Source: an optimization exercise on an open RTL-to-GDS flow (aim: small area, a short achievable clock period and few clock cycles per item). Production flows keep margins and buffers that such runs may drop.
RTL that was checked went through simulation tests only; none was proved equivalent to the original.

==> inputs of run a <==
Design conv_1d, start of the top module:
module conv_1d #(
    parameter DATA_WIDTH  = 8,
    parameter KERNEL_SIZE = 16
) (
    input logic clk,
    input logic arst_n,
    input  logic [DATA_WIDTH-1:0] signal_data,
    input  logic                  signal_vld,
    input  logic                  signal_last,
    output logic                  signal_rdy,
    input  logic [KERNEL_SIZE*DATA_WIDTH-1:0] kernel,
    output logic [DATA_WIDTH*2+$clog2(KERNEL_SIZE)-1:0] result_data,
    output logic                    result_vld,
    output logic                    result_last,
    input  logic                    result_rdy
);
export LEC_CHECK = 0
export CAP_MARGIN = 20
export CORE_MARGIN = 2
export CORE_UTILIZATION = 40
export SETUP_SLACK_MARGIN = 3.4
export SLEW_MARGIN = 20
export SYNTH_HIERARCHICAL = 1
export TNS_END_PERCENT = 10
create_clock -name core_clock -period 6.0 [get_ports {clk}]
standard.sh (not shown) runs the stock make flow with config.mk's settings and CLKGATE_MAP_FILE= SYNTH_SCRIPT=/design/flow/synth_recipe.tcl, a recipe that flattens the netlist after the stock synthesis.
==> flow/flow/run.sh <==
#!/bin/bash
# The standard layout, with two changes: ports are buffered with plain
# buffers (buf_2, which the resizer may then size) instead of delay cells,
# and clock tree synthesis inserts no dummy loads.
set -euo pipefail
export BUFFER_PORTS_ARGS="-buffer_cell sky130_fd_sc_hd__buf_2"
export CTS_ARGS="-sink_clustering_enable -repair_clock_nets -dont_use_dummy_load -sink_clustering_size 25 -sink_clustering_max_diameter 80"
bash standard.sh > standard.log 2>&1
==> inputs of run b, as changes to run a <==
==> flow/run.sh (new file) <==
#!/bin/bash
# synth_recipe.tcl (not shown) runs the flow's synth.tcl, then flattens the netlist and writes it again
# the make line also repeats each setting of config.mk as NAME=value (left out here)
make -C /OpenROAD-flow-scripts/flow DESIGN_CONFIG=/design/flow/config.mk WORK_HOME=/design/flow/orfs CLKGATE_MAP_FILE= SYNTH_SCRIPT=/design/flow/synth_recipe.tcl finish
--- a/flow/config.mk
+++ b/flow/config.mk
@@ -10,2 +10,4 @@
 export CORE_UTILIZATION = 40
+export CTS_BUF_LIST = sky130_fd_sc_hd__clkbuf_4 sky130_fd_sc_hd__clkbuf_8
+export CTS_CLUSTER_SIZE = 24
 export SETUP_SLACK_MARGIN = 3.4
@@ -13,2 +15 @@
 export SYNTH_HIERARCHICAL = 1
-export TNS_END_PERCENT = 10
removed: flow/flow/run.sh
removed: flow/standard.sh
==> inputs of run c, as changes to run a <==
--- a/flow/config.mk
+++ b/flow/config.mk
@@ -9,3 +9,4 @@
 export CORE_MARGIN = 2
-export CORE_UTILIZATION = 40
+export CORE_UTILIZATION = 55
+export PLACE_DENSITY = 0.65
 export SETUP_SLACK_MARGIN = 3.4
==> inputs of run d, as changes to run a <==
--- a/flow/config.mk
+++ b/flow/config.mk
@@ -10,2 +10,3 @@
 export CORE_UTILIZATION = 40
+export PLACE_DENSITY = 0.7
 export SETUP_SLACK_MARGIN = 3.4
@@ -13,2 +14 @@
 export SYNTH_HIERARCHICAL = 1
-export TNS_END_PERCENT = 10
==> comparison <==
- Run a finished clean. Run d completed with no timing, DRC or antenna violations. Run c produced a clean layout. Run b produced a clean layout.
- First-iteration DRC count, lowest first: run c, run b, run a, run d.
- Utilization, highest first: run c, run b, run d, run a.
- In critical path depth, run c and run b do not differ.
- Clock skew: run c > run d > run a > run b.
- The lowest count of clock-buffer cells in the layout belongs to run d, the highest to run b.
- Sequential cell count is the same in run b and run a.
Testbench counts of run a, summed over its fixed seeds: cycles 16,040, items 16,000.
Testbench counts of run b, summed over its fixed seeds: cycles 16,040, items 16,000.
Testbench counts of run c, summed over its fixed seeds: cycles 16,040, items 16,000.
Testbench counts of run d, summed over its fixed seeds: cycles 16,040, items 16,000.

---

==> v23: inputs <==
Another version of the RTL of conv_1d (not shown whole).
// conv_1d
module conv_1d #(
    parameter DATA_WIDTH  = 8,
    parameter KERNEL_SIZE = 16
) (
    input logic clk,
    input logic arst_n,
    input  logic [DATA_WIDTH-1:0] signal_data,
    input  logic                  signal_vld,
    input  logic                  signal_last,
    output logic                  signal_rdy,
    input  logic [KERNEL_SIZE*DATA_WIDTH-1:0] kernel,
    output logic [DATA_WIDTH*2+$clog2(KERNEL_SIZE)-1:0] result_data,
    output logic                    result_vld,
    output logic                    result_last,
    input  logic                    result_rdy
);
==> flow/config.mk <==
export PLATFORM = sky130hd
export DESIGN_NAME = conv_1d
export DESIGN_NICKNAME = conv_1d
export VERILOG_FILES = /design/flow/design.v
export SDC_FILE = /design/flow/constraint.sdc
export NUM_CORES = 4
export LEC_CHECK = 0
export CAP_MARGIN = 20
export CORE_MARGIN = 2
export CORE_UTILIZATION = 40
export SETUP_SLACK_MARGIN = 3.6
export SLEW_MARGIN = 20
export SYNTH_HIERARCHICAL = 1
==> flow/constraint.sdc <==
create_clock -name core_clock -period 6.0 [get_ports {clk}]
set_input_delay 1.2000 -clock core_clock [delete_from_list [all_inputs] [get_ports {clk}]]
set_output_delay 1.2000 -clock core_clock [all_outputs]
set_load 0.01 [all_outputs]
==> flow/flow/run.sh <==
#!/bin/bash
# The standard layout, with two changes: ports are buffered with plain
# buffers (buf_2, which the resizer may then size) instead of delay cells,
# and clock tree synthesis inserts no dummy loads.
set -euo pipefail
export BUFFER_PORTS_ARGS="-buffer_cell sky130_fd_sc_hd__buf_2"
export CTS_ARGS="-sink_clustering_enable -repair_clock_nets -dont_use_dummy_load"
bash standard.sh > standard.log 2>&1
==> v30: changes against v23 <==
--- a/flow/flow/run.sh
+++ b/flow/flow/run.sh
@@ -5,4 +5,4 @@
 set -euo pipefail
 export BUFFER_PORTS_ARGS="-buffer_cell sky130_fd_sc_hd__buf_2"
-export CTS_ARGS="-sink_clustering_enable -repair_clock_nets -dont_use_dummy_load"
+export CTS_ARGS="-sink_clustering_enable -repair_clock_nets -dont_use_dummy_load -sink_clustering_size 25 -sink_clustering_max_diameter 80"
 bash standard.sh > standard.log 2>&1
Settings changed: TNS_END_PERCENT set to 10.
==> summary of the runs <==
In v30 the routed wire length is lower than in v23, by 0.65%.
Against v30, the final cell count of v23 is larger by 0.74%.
Against v30, the non-clock buffer count of v23 is lower by 4.
Of v30 and v23, v23 has the higher global-route usage (gap 0.31 points).
In synthesized cell count, v30 and v23 do not differ.
Of v30 and v23, v23 has the higher core utilization (gap 2.2 points).
In v23 the count of clock-buffer cells in the layout is higher than in v30, by 37.
Critical path depth is the same in v23 and v30.
Between v23 and v30, the lower clock skew is in v23 (gap 0.034 ns).
==> figures <==
| metric | v23 | v30 |
|---|---|---|
| Required time of the critical path | 6.51 ns | 6.52 ns |
| Fraction of standard cell area in multi-input logic | 58.0% | 58.4% |
| Count of fill cells added during filler insertion | 9,109 | 9,393 |
| Drt initial violations | 2,029 | 2,432 |
| Most numerous cell on the critical path | fa_2 | fa_1 |
| Worst rel slew slack | 49.2% | 54.5% |
| Result of the run | finished clean | finished clean |
| Count of cells resized by post-cts repair | 316 | 257 |
| Clk Latency, worst-skew pair | 0.66 ns | 0.68 ns |
| Met1 track demand over resource in global routing | 37.7% | 37.1% |
| Worst path max stage delay | 0.69 ns | 0.53 ns |
| Slew of the pin with the lowest slew margin | 0.762 ns | 0.682 ns |
| Global-route wire length before repair | 209 mm | 206 mm |
| Pre-CTS setup slack | 2.58 ns | 2.57 ns |
| H-tree Lvls | 3 | 2 |
| Global-route met3 utilization | 5.66% | 6.49% |
No functional check of the RTL was part of any run of this note.

[what the ideal ports hide]
The flow's constraints put no driver on any port. The routed layouts listed below were extracted and timed again, unchanged, in two steps. Step 1 assumes that a clkbuf_16 drives the clock port and a buf_2 every other input. Step 2 also shifts input and output timing later by t, the mid clock arrival at the registers, as if the neighbouring blocks saw the same clock. Three values: ideal ports, drivers, drivers and shift; two values: the first two.
run | t (ns) | slack for setup (ns) | worst hold slack (ns)
run a | 0.655 | 3.308 / 3.286 / 2.631 | 0.328 / 0.328 / 0.328
run b | 0.821 | 3.343 / 3.364 / 2.543 | 0.326 / 0.326 / 0.326
run c | 0.654 | 3.266 / 3.302 / 2.648 | 0.304 / 0.304 / 0.304
run d | 0.651 | 3.316 / 3.337 / 2.686 | 0.331 / 0.331 / 0.331
v23 | 0.709 | 3.497 / 3.476 / 2.767 | 0.324 / 0.324 / 0.324
v30 | 0.712 | 3.521 / 3.535 / 2.823 | 0.315 / 0.315 / 0.315
After both steps setup and hold are still met in every run listed. For run b, which loses most, drivers alone change the setup slack by +0.021 ns; drivers and shift together by -0.800 ns.
